Background: an optimization exercise with open tools, aiming at small area, a short achievable clock period and few clock cycles. Do not read the settings as production practice.
Where RTL was checked, it was by simulation tests only, not by an equivalence proof against the original.
Only the layout flow was run in run 1; the RTL was not checked for function there.
Power is estimated from default activity; no workload was simulated.

## flow/design.v (module list and top-level ports; edited modules follow where they fit)
// module LASER: 3062 lines
module LASER (
    input            CLK,
    input            RST,
    input      [3:0] X,
    input      [3:0] Y,
    output reg [3:0] C1X,
    output reg [3:0] C1Y,
    output reg [3:0] C2X,
    output reg [3:0] C2Y,
    output reg       DONE
);
  // ...
==> flow/flow/run.sh <==
#!/bin/bash
# The standard layout (standard.sh), with one change: the buffer that
# buffer_ports puts on every input and output port is sky130_fd_sc_hd__buf_2.
set -euo pipefail
bash standard.sh BUFFER_PORTS_ARGS="-buffer_cell sky130_fd_sc_hd__buf_2" finish > orfs_make.log 2>&1
==> flow/standard.sh <==
#!/bin/bash
# synth_recipe.tcl (not shown) runs the flow's synth.tcl, then flattens the netlist and writes it again
# the make line also repeats each setting of config.mk as NAME=value (left out here)
make -C /OpenROAD-flow-scripts/flow DESIGN_CONFIG=/design/flow/config.mk WORK_HOME=/design/flow/orfs CLKGATE_MAP_FILE= SYNTH_SCRIPT=/design/flow/synth_recipe.tcl "${@:-finish}"
==> flow/config.mk <==
export PLATFORM = sky130hd
export DESIGN_NAME = LASER
export DESIGN_NICKNAME = LASER
export VERILOG_FILES = /design/flow/design.v
export SDC_FILE = /design/flow/constraint.sdc
export NUM_CORES = 4
export LEC_CHECK = 0
export CAP_MARGIN = 20
export CORE_MARGIN = 2
export CORE_UTILIZATION = 40
export CTS_CLUSTER_DIAMETER = 100
export CTS_CLUSTER_SIZE = 24
export SLEW_MARGIN = 20
==> flow/constraint.sdc <==
create_clock -name core_clock -period 11.0 [get_ports {CLK}]
set_input_delay 2.2000 -clock core_clock [delete_from_list [all_inputs] [get_ports {CLK}]]
set_output_delay 2.2000 -clock core_clock [all_outputs]
set_load 0.01 [all_outputs]
==> flow_summary_export.csv, run 1 <==
group,metric,value,unit
worst_setup_path,largest_stage_delay_on_the_critical_path,0.56,ns
worst_setup_path,worst-path-buf-inv,2,
final_layout,clock_area_frac,0.0248,
worst_setup_path,critPathSlowestCell,"sky130_fd_sc_hd__fa_1",
logic_synthesis,synth.most_common_cell,"sky130_fd_sc_hd__inv_1",
floorplanning,row_count,164,
power,sequential_fraction_of_design_power,0.348,
worst_setup_path,worst_r2r_startpoint,"r1_0_3",
drt,drt_pre_antenna_iters,7,
final_layout,count_of_plain_and_timing_repair_buffers,57,
power,p_switching,6340,µW
power,pwr.group.combinational,6840,µW
final_layout,finish.net_count,10253,
worst_setup_path,crit_top_cell,"sky130_fd_sc_hd__fa_1",
global_route,grt.busiest_layer,"met2",
timing,maxSlewViolCount,0,
drt,wire_per_inst,21.8,µm
clock_tree,cts_setup_buffers,0,
placement,place_hpwl,207,mm
final_layout,commonest_non_fill_non_tap_cell_in_the_layout,"sky130_fd_sc_hd__inv_1",
logic_synthesis,post_synth_mux_area_share,0.0118,
final_layout,layout-area-overhead-vs-synth,6.03,%
status,run_status,"finished clean",
global_route,use_met3,0.0296,
global_route,grtUsageMet1,0.340,
min_path,min_delay_path_depth,0,
clock_tree,cts_root_buffer,"sky130_fd_sc_hd__clkbuf_16",
power,combPwrFrac,0.461,
logic_synthesis,synth_adder_area_share,0.286,
global_route,largest_net_degree_at_the_start_of_global_routing,71,
power,pwr.group.clock,2830,µW
==> inputs of run 2 (changes only) <==
--- a/flow/design.v
+++ b/flow/design.v
@@ -2892,77 +2892,86 @@
     cn9 <= sum9[5:0];
     cn10 <= sum10[5:0];
     cn11 <= sum11[5:0];
     cn12 <= sum12[5:0];
     cn13 <= sum13[5:0];
     cn14 <= sum14[5:0];
     cn15 <= sum15[5:0];
   end
-  wire d_0_ge10 = (cn1 >= cn0);
-  wire d_0_ge20 = (cn2 >= cn0);
-  wire d_0_ge21 = (cn2 >= cn1);
-  wire d_0_ge30 = (cn3 >= cn0);
-  wire d_0_ge31 = (cn3 >= cn1);
-  wire d_0_ge32 = (cn3 >= cn2);
+  function leq6(input [5:0] a, input [5:0] b);
+    reg c; integer k;
+    begin
+      c = 1'b1;
+      for (k = 0; k < 6; k = k + 1)
+        c = (b[k] & ~a[k]) | (b[k] & c) | (~a[k] & c);
+      leq6 = c;
+    end
+  endfunction
+  wire d_0_ge10 = leq6(cn0, cn1);
+  wire d_0_ge20 = leq6(cn0, cn2);
+  wire d_0_ge21 = leq6(cn1, cn2);
+  wire d_0_ge30 = leq6(cn0, cn3);
+  wire d_0_ge31 = leq6(cn1, cn3);
+  wire d_0_ge32 = leq6(cn2, cn3);
   wire d_0_s0 = ~d_0_ge10 & ~d_0_ge20 & ~d_0_ge30;
   wire d_0_s1 = d_0_ge10 & ~d_0_ge21 & ~d_0_ge31;
   wire d_0_s2 = d_0_ge20 & d_0_ge21 & ~d_0_ge32;
   wire d_0_s3 = d_0_ge30 & d_0_ge31 & d_0_ge32;
   wire [5:0] cd_0 = ({6{d_0_s0}} & cn0) | ({6{d_0_s1}} & cn1) | ({6{d_0_s2}} & cn2) | ({6{d_0_s3}} & cn3);
   wire [3:0] id_0 = ({4{d_0_s0}} & 4'd0) | ({4{d_0_s1}} & 4'd1) | ({4{d_0_s2}} & 4'd2) | ({4{d_0_s3}} & 4'd3);
-  wire d_1_ge10 = (cn5 >= cn4);
-  wire d_1_ge20 = (cn6 >= cn4);
-  wire d_1_ge21 = (cn6 >= cn5);
-  wire d_1_ge30 = (cn7 >= cn4);
-  wire d_1_ge31 = (cn7 >= cn5);
-  wire d_1_ge32 = (cn7 >= cn6);
+  wire d_1_ge10 = leq6(cn4, cn5);
+  wire d_1_ge20 = leq6(cn4, cn6);
+  wire d_1_ge21 = leq6(cn5, cn6);
+  wire d_1_ge30 = leq6(cn4, cn7);
+  wire d_1_ge31 = leq6(cn5, cn7);
+  wire d_1_ge32 = leq6(cn6, cn7);
   wire d_1_s0 = ~d_1_ge10 & ~d_1_ge20 & ~d_1_ge30;
   wire d_1_s1 = d_1_ge10 & ~d_1_ge21 & ~d_1_ge31;
   wire d_1_s2 = d_1_ge20 & d_1_ge21 & ~d_1_ge32;
   wire d_1_s3 = d_1_ge30 & d_1_ge31 & d_1_ge32;
   wire [5:0] cd_1 = ({6{d_1_s0}} & cn4) | ({6{d_1_s1}} & cn5) | ({6{d_1_s2}} & cn6) | ({6{d_1_s3}} & cn7);
   wire [3:0] id_1 = ({4{d_1_s0}} & 4'd4) | ({4{d_1_s1}} & 4'd5) | ({4{d_1_s2}} & 4'd6) | ({4{d_1_s3}} & 4'd7);
-  wire d_2_ge10 = (cn9 >= cn8);
-  wire d_2_ge20 = (cn10 >= cn8);
-  wire d_2_ge21 = (cn10 >= cn9);
-  wire d_2_ge30 = (cn11 >= cn8);
-  wire d_2_ge31 = (cn11 >= cn9);
-  wire d_2_ge32 = (cn11 >= cn10);
+  wire d_2_ge10 = leq6(cn8, cn9);
+  wire d_2_ge20 = leq6(cn8, cn10);
+  wire d_2_ge21 = leq6(cn9, cn10);
+  wire d_2_ge30 = leq6(cn8, cn11);
+  wire d_2_ge31 = leq6(cn9, cn11);
+  wire d_2_ge32 = leq6(cn10, cn11);
   wire d_2_s0 = ~d_2_ge10 & ~d_2_ge20 & ~d_2_ge30;
   wire d_2_s1 = d_2_ge10 & ~d_2_ge21 & ~d_2_ge31;
   wire d_2_s2 = d_2_ge20 & d_2_ge21 & ~d_2_ge32;
   wire d_2_s3 = d_2_ge30 & d_2_ge31 & d_2_ge32;
   wire [5:0] cd_2 = ({6{d_2_s0}} & cn8) | ({6{d_2_s1}} & cn9) | ({6{d_2_s2}} & cn10) | ({6{d_2_s3}} & cn11);
   wire [3:0] id_2 = ({4{d_2_s0}} & 4'd8) | ({4{d_2_s1}} & 4'd9) | ({4{d_2_s2}} & 4'd10) | ({4{d_2_s3}} & 4'd11);
-  wire d_3_ge10 = (cn13 >= cn12);
-  wire d_3_ge20 = (cn14 >= cn12);
-  wire d_3_ge21 = (cn14 >= cn13);
-  wire d_3_ge30 = (cn15 >= cn12);
-  wire d_3_ge31 = (cn15 >= cn13);
-  wire d_3_ge32 = (cn15 >= cn14);
+  wire d_3_ge10 = leq6(cn12, cn13);
+  wire d_3_ge20 = leq6(cn12, cn14);
+  wire d_3_ge21 = leq6(cn13, cn14);
+  wire d_3_ge30 = leq6(cn12, cn15);
+  wire d_3_ge31 = leq6(cn13, cn15);
+  wire d_3_ge32 = leq6(cn14, cn15);
   wire d_3_s0 = ~d_3_ge10 & ~d_3_ge20 & ~d_3_ge30;
   wire d_3_s1 = d_3_ge10 & ~d_3_ge21 & ~d_3_ge31;
   wire d_3_s2 = d_3_ge20 & d_3_ge21 & ~d_3_ge32;
   wire d_3_s3 = d_3_ge30 & d_3_ge31 & d_3_ge32;
   wire [5:0] cd_3 = ({6{d_3_s0}} & cn12) | ({6{d_3_s1}} & cn13) | ({6{d_3_s2}} & cn14) | ({6{d_3_s3}} & cn15);
   wire [3:0] id_3 = ({4{d_3_s0}} & 4'd12) | ({4{d_3_s1}} & 4'd13) | ({4{d_3_s2}} & 4'd14) | ({4{d_3_s3}} & 4'd15);
   reg [5:0] gc0, gc1, gc2, gc3; reg [3:0] gi0, gi1, gi2, gi3;
   always @(posedge CLK) begin
     gc0 <= cd_0; gi0 <= id_0;
     gc1 <= cd_1; gi1 <= id_1;
     gc2 <= cd_2; gi2 <= id_2;
     gc3 <= cd_3; gi3 <= id_3;
   end
-  wire e_0_ge10 = (gc1 >= gc0);
-  wire e_0_ge20 = (gc2 >= gc0);
-  wire e_0_ge21 = (gc2 >= gc1);
-  wire e_0_ge30 = (gc3 >= gc0);
-  wire e_0_ge31 = (gc3 >= gc1);
-  wire e_0_ge32 = (gc3 >= gc2);
+  wire e_0_ge10 = leq6(gc0, gc1);
+  wire e_0_ge20 = leq6(gc0, gc2);
+  wire e_0_ge21 = leq6(gc1, gc2);
+  wire e_0_ge30 = leq6(gc0, gc3);
+  wire e_0_ge31 = leq6(gc1, gc3);
+  wire e_0_ge32 = leq6(gc2, gc3);
   wire e_0_s0 = ~e_0_ge10 & ~e_0_ge20 & ~e_0_ge30;
   wire e_0_s1 = e_0_ge10 & ~e_0_ge21 & ~e_0_ge31;
   wire e_0_s2 = e_0_ge20 & e_0_ge21 & ~e_0_ge32;
   wire e_0_s3 = e_0_ge30 & e_0_ge31 & e_0_ge32;
   wire [5:0] ce_0 = ({6{e_0_s0}} & gc0) | ({6{e_0_s1}} & gc1) | ({6{e_0_s2}} & gc2) | ({6{e_0_s3}} & gc3);
   wire [3:0] ie_0 = ({4{e_0_s0}} & gi0) | ({4{e_0_s1}} & gi1) | ({4{e_0_s2}} & gi2) | ({4{e_0_s3}} & gi3);
   reg [5:0] fc; reg [3:0] fi;
   always @(posedge CLK) begin
==> flow/config.mk (replaced) <==
export PLATFORM = sky130hd
export DESIGN_NAME = LASER
export DESIGN_NICKNAME = LASER
export VERILOG_FILES = /design/flow/design.v
export SDC_FILE = /design/flow/constraint.sdc
export NUM_CORES = 4
export LEC_CHECK = 0
export CAP_MARGIN = 20
export CORE_MARGIN = 2
export CORE_UTILIZATION = 55
export CTS_CLUSTER_DIAMETER = 100
export CTS_CLUSTER_SIZE = 24
export SLEW_MARGIN = 20
==> run 2 against run 1 <==
- global-route usage is 8.6 points higher
- non-clock buffer count is 1 lower
- die area is 28% lower
- utilization is 16 points higher
- worst setup slack better by 0.0017 ns
- routed wire length is 3.5% lower
- clock power is 11% lower
- count of clock-buffer cells in the layout is 11 lower
- sequential cell count stayed put
- synthesized area is 1.4% lower
- design area is 2.8% lower
==> flow_summary_export.csv, run 2 <==
group,metric,value,unit
status,run_status,"finished clean",
timing,rsz0062_at_grt,"false",
placement,place.port_buffers,26,
placement,place_hpwl,198,mm
logic_synthesis,postSynth.topFlopCell,"sky130_fd_sc_hd__dfxtp_1",
logic_synthesis,synth-compound-area-share,0.175,
clock_tree,clockBufferDepth,3,
logic_synthesis,xor_xnor_share_of_the_synthesized_area,0.0375,
clock_tree,insertion_delay,0.73,ns
final_layout,share_of_layout_cells_above_drive_strength_1,0.0256,
global_route,grt_antenna_before_repair,17,
drt,drt_pre_antenna_iters,6,
min_path,class_of_the_tightest_hold_or_removal_check,"register to register",
clock_tree,cts.sink_count,1154,
clock_tree,cts.repair.resized,0,
timing,fin_worst_skew,0.0332,ns
floorplanning,fp.coreArea,142000,µm²
global_route,grt-ovfl-total,0,
global_route,largest_net_degree_at_the_start_of_global_routing,81,
worst_setup_path,critical_path.reg2reg.endpoint,"cn0[4]",
logic_synthesis,post_synth_inst_count,8871,
clock_tree,cts_tree,"done",
logic_synthesis,synth_adder_area_share,0.265,
min_path,timing.hold.worst.start,"dY[0]",
final_layout,layout.cell_area.non_filler,82500,µm²
placement,post_dp_cell_area,80700,µm²
flow_run,max-cap-violations,0,
worst_setup_path,path_max_fanout,3,
drt,antenna_violating_nets_post_route,0,
final_layout,fill_cells,12869,
global_route,first_global_vias,59936,
drt,totalWireLength,244,mm
placement,finalWeightedCongestion,0.999,
timing,slew_at_the_pin_closest_to_its_max_slew_limit,1.23,ns
worst_setup_path,critical_path_required,11.64,ns
floorplanning,design.portCount,27,
worst_setup_path,timing.critical_path.arrival,4.42,ns
worst_setup_path,worst_r2r_startpoint,"r0_1_0",
drt,routed_via_density,5.78,
final_layout,commonest_non_fill_non_tap_cell_in_the_layout,"sky130_fd_sc_hd__inv_1",
logic_synthesis,synth.most_common_cell,"sky130_fd_sc_hd__inv_1",
logic_synthesis,cell_taking_the_most_area_after_synthesis,"sky130_fd_sc_hd__dfxtp_1",
floorplanning,row_count,138,
timing,timing.max_slew.rel_slack,0.178,
logic_synthesis,async_reset_ff_frac,0,
logic_synthesis,main_combinational_cell_family_by_area_after_synthesis,"adder cells",
logic_synthesis,synth_common_cells,"sky130_fd_sc_hd__inv_1 (1,650), sky130_fd_sc_hd__dfxtp_1 (1,120), sky130_fd_sc_hd__fa_1 (648)",
floorplanning,floorplan.die_area,147000,µm²
logic_synthesis,synth.area.top_cells,"sky130_fd_sc_hd__dfxtp_1 (28%), sky130_fd_sc_hd__fa_1 (16%), sky130_fd_sc_hd__ha_1 (8.6%)",
power,design_power_total,21800,µW
clock_tree,htreeDepth,2,
min_path,min_delay_path_depth,0,
timing,maxSlewViolCount,0,
worst_setup_path,setup.worst_path.end_class,"register",
global_route,grt.total_usage,0.331,
drt,wire_per_inst,22.8,µm
clock_tree,cts_buffers,58,
global_route,grt_first_pass_wirelength,369,mm
logic_synthesis,mean_instance_size_in_the_synthesized_netlist,8.90,µm²
clock_tree,cts_root_buffer,"sky130_fd_sc_hd__clkbuf_16",
timing,setup_viol,0,
logic_synthesis,yosys.area_share.simple,0.123,
logic_synthesis,yosys_warnings,1,
min_path,hold_path_end,"eY[0]",
final_layout,top_regs,"tx x160, ty x160, tm x40",
worst_setup_path,worst-setup-path-type,"register to register",
worst_setup_path,regToRegSetupSlack,7.22,ns
floorplanning,start_util,0.556,
timing,setup_total_negative_slack,0,ns
logic_synthesis,seq_area_frac_synth,0.297,
floorplanning,die-width,383,µm
power,cell_pwr_density,264,nW/µm²
drt,detailroute.via_count,61774,
logic_synthesis,ys_ff_latch,1154,
floorplanning,die_h,383,µm
drt,drt_drc_violations_left,0,
logic_synthesis,synth_top_area_share,0.284,
clock_tree,cts_setup_buffers,0,
logic_synthesis,synth-edff-count,34,
timing,report.final.hold_viol_count,0,
logic_synthesis,mappedNetlistArea,78900,µm²
final_layout,finish.net_count,9963,
worst_setup_path,timing.reg2reg.worst_path_depth,12,
timing,part_of_the_cycle_the_worst_path_needs,0.344,
timing,post-route-min-period,3.78,ns
timing,clock.fmax,264,MHz
clock_tree,worst_setup_hold_path_clk_slew,0.10,ns
worst_setup_path,cp-start-kind,"register",
logic_synthesis,synth_cell_type_count,102,
drt,drt_iter0_markers,5841,
power,static-leakage-power,0.0386,µW
final_layout,layout-area-overhead-vs-synth,4.50,%
power,vdd.ir_drop.worst,0.000356,V
final_layout,mostFrequentLayoutCells,"sky130_fd_sc_hd__inv_1 (1,648), sky130_fd_sc_hd__dfxtp_1 (1,115), sky130_fd_sc_hd__fa_1 (648)",
logic_synthesis,post_synth_mux_area_share,0.0120,
clock_tree,hold_buffers,0,
==> run 2: cell types whose count changed in the layout (fill, tap and decap cells not counted), moves of 37 or more <==
cell / previous run / this run
sky130_fd_sc_hd__a211oi_1: 40 / 77
sky130_fd_sc_hd__a21o_1: 212 / 172
sky130_fd_sc_hd__a21oi_1: 538 / 477
sky130_fd_sc_hd__a22oi_1: 32 / 79
sky130_fd_sc_hd__ha_1: 722 / 542
sky130_fd_sc_hd__nand2_1: 665 / 600
sky130_fd_sc_hd__nor2b_1: 71 / 118
sky130_fd_sc_hd__o21ai_0: 399 / 445
sky130_fd_sc_hd__o21ai_1: 67 / 19
sky130_fd_sc_hd__o221ai_1: 41 / 79
==> run 2: final cells by class <==
type	instances	area, µm²	area share
Antenna cell	8	20.0	0.000243
Clock inverter	14	181	0.00220
Tap cell	1890	2360	0.0287
Timing Repair Buffer	56	368	0.00446
Multi-Input combinational cell	5840	48300	0.586
Inverter	1653	6210	0.0753
Clock buffer	68	1560	0.0190
Sequential cell	1154	23500	0.284
==> run 2: cells by family (layout without fill, tap and decap cells) <==
group           Yosys count  in the layout
compound gates         2086           2086
buf+inv                1879           1791
other cells               1             11
flops                  1154           1154
simple gates           2015           2015
fa+ha+maj              1305           1305
xor+xnor                338            338
mux                      93             93
==> run 2: worst max-delay path: stages (launching register included) <==
cell,delay [ns]
sky130_fd_sc_hd__dfxtp_1,0.32
sky130_fd_sc_hd__inv_1,0.05
sky130_fd_sc_hd__fa_1,0.57
sky130_fd_sc_hd__inv_1,0.07
sky130_fd_sc_hd__fa_1,0.43
sky130_fd_sc_hd__fa_1,0.52
sky130_fd_sc_hd__inv_1,0.05
sky130_fd_sc_hd__fa_1,0.41
sky130_fd_sc_hd__fa_1,0.54
sky130_fd_sc_hd__inv_1,0.05
sky130_fd_sc_hd__ha_1,0.34
sky130_fd_sc_hd__a31oi_1,0.18
sky130_fd_sc_hd__xor2_1,0.17
==> run 2: worst max-delay path by stage <==
stage             from  endpoint  slack, ns  cells after the start
6_report        r0_1_0    cn0[4]       7.22                     12
3_5_place_dp      Y[0]     tm[0]       6.99                      9
2_1_floorplan    ya[1]   ca39[0]       6.79                      8
4_1_cts         r0_1_0    cn0[4]       7.24                     12
5_1_grt        r13_1_0   cn13[4]       7.08                     12
3_3_place_gp      Y[0]     tm[0]       7.03                      9
==> run 2: stage by stage <==
stage | worst slack [ns] | cells | utilization | hold WS [ns]
finish | 7.22 | 10683 | 0.581 | 0.332
global route | 7.08 | 10675 | 0.581 | 0.343
CTS | 7.24 | 10675 | 0.581 | 0.335
detailed placement | 6.99 | 10593 | 0.569 | 0.312
global placement | 7.03 | 10593 | 0.569 | 0.310
floorplan | 6.79 | 8873 | - | 0.310
==> run 2: report_power, final <==
part           switching [µW]  internal (µW)
Sequential                807           5240
Clock                    1460           1050
Combinational            8290           4970
==> run 2: routing by layer <==
metal | share of wire | track usage
met2 | 0.43 | 0.502
met3 | 0.078 | 0.0528
met5 | 0.00010 | 0
met1 | 0.44 | 0.464
met4 | 0.052 | 0.149
Testbench counts of run 2, summed over its fixed seeds: cycles 6,413.
==> inputs of run 3 (changes only) <==
--- a/flow/config.mk
+++ b/flow/config.mk
@@ -7,7 +7,7 @@
 export LEC_CHECK = 0
 export CAP_MARGIN = 20
 export CORE_MARGIN = 2
-export CORE_UTILIZATION = 55
+export CORE_UTILIZATION = 40
 export CTS_CLUSTER_DIAMETER = 100
 export CTS_CLUSTER_SIZE = 24
 export SLEW_MARGIN = 20
==> run 3 against run 2 <==
- die area grew 37%
- critical path depth decreased by 2
- synthesized cell count unchanged
- sequential power is essentially flat
- count of clock-buffer cells in the layout grew 11
- worst setup slack got worse by 0.023 ns
- critical endpoint is now cn2[5]
- largest cell class unchanged
- largest power group unchanged
==> flow_summary_export.csv, run 3 <==
group,metric,value,unit
logic_synthesis,cell_taking_the_most_area_after_synthesis,"sky130_fd_sc_hd__dfxtp_1",
final_layout,top_regs,"tx x160, ty x160, tm x40",
timing,report.final.hold_viol_count,0,
drt,drt_drc_violations_left,0,
power,cell_pwr_density,266,nW/µm²
global_route,first_global_vias,60316,
clock_tree,cts_buffers,68,
logic_synthesis,synth_adder_area_share,0.265,
global_route,grt.total_usage,0.248,
floorplanning,die_h,448,µm
logic_synthesis,post_synth_mux_area_share,0.0120,
logic_synthesis,synth_common_cells,"sky130_fd_sc_hd__inv_1 (1,650), sky130_fd_sc_hd__dfxtp_1 (1,120), sky130_fd_sc_hd__fa_1 (648)",
clock_tree,cts_root_buffer,"sky130_fd_sc_hd__clkbuf_16",
logic_synthesis,mean_instance_size_in_the_synthesized_netlist,8.90,µm²
timing,timing.max_slew.rel_slack,0.117,
drt,drt_iter0_markers,5627,
worst_setup_path,crit_top_cell,"sky130_fd_sc_hd__fa_1",
drt,drt_pre_antenna_iters,6,
worst_setup_path,setup.worst_path.end_class,"register",
global_route,use_met3,0.0325,
timing,maxSlewViolCount,0,
logic_synthesis,post_synth_inst_count,8871,
clock_tree,htreeDepth,3,
logic_synthesis,synth.area.top_cells,"sky130_fd_sc_hd__dfxtp_1 (28%), sky130_fd_sc_hd__fa_1 (16%), sky130_fd_sc_hd__ha_1 (8.6%)",
clock_tree,insertion_delay,0.73,ns
timing,setup_total_negative_slack,0,ns
floorplanning,die-width,448,µm
clock_tree,cts.repair.resized,0,
logic_synthesis,postSynth.topFlopCell,"sky130_fd_sc_hd__dfxtp_1",
final_layout,layout-area-overhead-vs-synth,6.28,%
floorplanning,design.portCount,27,
logic_synthesis,async_reset_ff_frac,0,
drt,totalWireLength,251,mm
clock_tree,hold_buffers,0,
worst_setup_path,cp-start-kind,"register",
timing,fin_worst_skew,0.0435,ns
logic_synthesis,seq_area_frac_synth,0.297,
worst_setup_path,critical_path_required,11.64,ns
floorplanning,fp.coreArea,197000,µm²
final_layout,commonest_non_fill_non_tap_cell_in_the_layout,"sky130_fd_sc_hd__inv_1",
drt,wire_per_inst,21.9,µm
global_route,met2_usage,0.396,
logic_synthesis,mappedNetlistArea,78900,µm²
worst_setup_path,path_max_fanout,3,
drt,detailroute.via_count,61982,
logic_synthesis,yosys.area_share.simple,0.123,
clock_tree,cts.sink_count,1154,
placement,place.port_buffers,26,
logic_synthesis,synth_top_area_share,0.284,
worst_setup_path,worst-setup-path-type,"register to register",
logic_synthesis,yosys_warnings,1,
worst_setup_path,largest_stage_delay_on_the_critical_path,0.56,ns
timing,part_of_the_cycle_the_worst_path_needs,0.346,
logic_synthesis,xor_xnor_share_of_the_synthesized_area,0.0375,
drt,antenna_violating_nets_post_route,0,
clock_tree,cts_setup_buffers,0,
timing,rsz0062_at_grt,"false",
status,run_status,"finished clean",
global_route,grt-ovfl-total,0,
logic_synthesis,ys_ff_latch,1154,
timing,clock.fmax,263,MHz
global_route,largest_net_degree_at_the_start_of_global_routing,81,
floorplanning,floorplan.die_area,201000,µm²
logic_synthesis,main_combinational_cell_family_by_area_after_synthesis,"adder cells",
global_route,grt_antenna_before_repair,20,
final_layout,mostFrequentLayoutCells,"sky130_fd_sc_hd__inv_1 (1,647), sky130_fd_sc_hd__dfxtp_1 (1,115), sky130_fd_sc_hd__fa_1 (648)",
power,design_power_total,22300,µW
logic_synthesis,synth.most_common_cell,"sky130_fd_sc_hd__inv_1",
clock_tree,worst_setup_hold_path_clk_slew,0.10,ns
min_path,class_of_the_tightest_hold_or_removal_check,"register to register",
power,static-leakage-power,0.0388,µW
final_layout,fill_cells,19452,
worst_setup_path,timing.critical_path.max_delay_family,"adder cells",
power,vdd.ir_drop.worst,0.000287,V
worst_setup_path,timing.critical_path.arrival,4.44,ns
floorplanning,start_util,0.401,
logic_synthesis,synth-edff-count,34,
logic_synthesis,synth_cell_type_count,102,
clock_tree,cts_tree,"done",
worst_setup_path,critical_path.cell_chain,"fa_1, fa_1, fa_1, inv_1, fa_1, inv_1, fa_1, ha_1, a41o_1, and2_1",
final_layout,share_of_layout_cells_above_drive_strength_1,0.0285,
placement,dpl_worst_slack,6.90,ns
floorplanning,row_count,163,
global_route,grtUsageMet1,0.346,
timing,setup_viol,0,
placement,finalWeightedCongestion,1.00,
final_layout,finish.net_count,9972,
global_route,grt.busiest_layer,"met2",
flow_run,max-cap-violations,0,
drt,routed_via_density,5.41,
timing,post-route-min-period,3.80,ns
clock_tree,clockBufferDepth,3,
global_route,grt_first_pass_wirelength,376,mm
timing,whs,0.331,ns
placement,place_hpwl,206,mm
timing,worst_slack,7.20,ns
worst_setup_path,regToRegSetupSlack,7.20,ns
worst_setup_path,critPathSlowestCell,"sky130_fd_sc_hd__dfxtp_1",
timing,slew_at_the_pin_closest_to_its_max_slew_limit,1.32,ns
worst_setup_path,worst-path-buf-inv,2,
logic_synthesis,synth-compound-area-share,0.175,
## run 3: cell counts after synthesis
Identical to the previous run, type by type.
## run 3: path summary, 6_finish.rpt
kind              cells after the start    from  endpoint
setup / recovery                     10  r2_1_4    cn2[5]
hold / removal                        0   eY[1]     fY[1]
setup reg to reg                     10  r2_1_4    cn2[5]
hold reg to reg                       0   eY[1]     fY[1]
## run 3: cells by family after synthesis
family / after synthesis
buffers and inverters: 1879
adders and majority gates: 1305
muxes: 93
AOI/OAI and AO/OA: 2086
DFF: 1154
other: 1
xor gates and xnor gates: 338
and+or+nand+nor: 2015
## run 3: area by class of cell
cell class,count,area (µm²),share of cell area
timing repair buffer,55,373,0.00445
clock buffer,79,1820,0.0216
clock inverter,29,397,0.00473
antenna,4,10.0,0.000119
sequential,1154,23500,0.280
inverter,1653,6210,0.0740
tap,2640,3300,0.0394
multi-input combinational,5840,48300,0.576
## run 3: stage by stage
step / util / cell area, µm² / cells
2_1_floorplan: - / 78900 / 8873
3_3_place_gp: 0.415 / 81600 / 11342
3_5_place_dp: 0.415 / 81600 / 11342
4_1_cts: 0.427 / 83900 / 11450
5_1_grt: 0.427 / 83900 / 11451
6_report: 0.427 / 83900 / 11454
## run 3: metal layers
layer / routed length (µm) / vias up
met5: 55 / -
met2: 113000 / 2049
met3: 15500 / 301
li1: - / 29228
met1: 115000 / 30396
met4: 7800 / 8
## run 3: power breakdown
part | leakage [µW] | switching (µW) | internal [µW]
registers | 0.00965 | 782 | 5240
clock network | 0.00107 | 1630 | 1270
logic | 0.0281 | 8360 | 5000
total | 0.0388 | 10800 | 11500

-- port drivers added, routing unchanged --
In the flow no input, the clock included, has a driving cell. The finished layouts below were timed again as built, in two steps. Step 1, drivers: a clkbuf_16 drives CLK and a buf_2 each remaining input, both assumed. Step 2 also shifts input and output timing later by t, the mid clock arrival at the registers, as if the neighbouring blocks saw the same clock. Three values: ideal ports, drivers, drivers and shift; two values: the first two.
run	t (ns)	setup WS [ns]	worst setup path at the end	worst slew at a driven data input, ns
run 1	0.804	7.217 / 7.217 / 7.002	input to register	0.03
run 2	0.793	7.219 / 7.219 / 6.966	input to register	0.04
run 3	0.800	7.196 / 7.196 / 6.883	input to register	0.03
After both steps setup and hold are still met in every run listed. For run 3, which loses most, drivers alone change the setup slack by 0.000 ns; drivers and shift together by -0.313 ns.
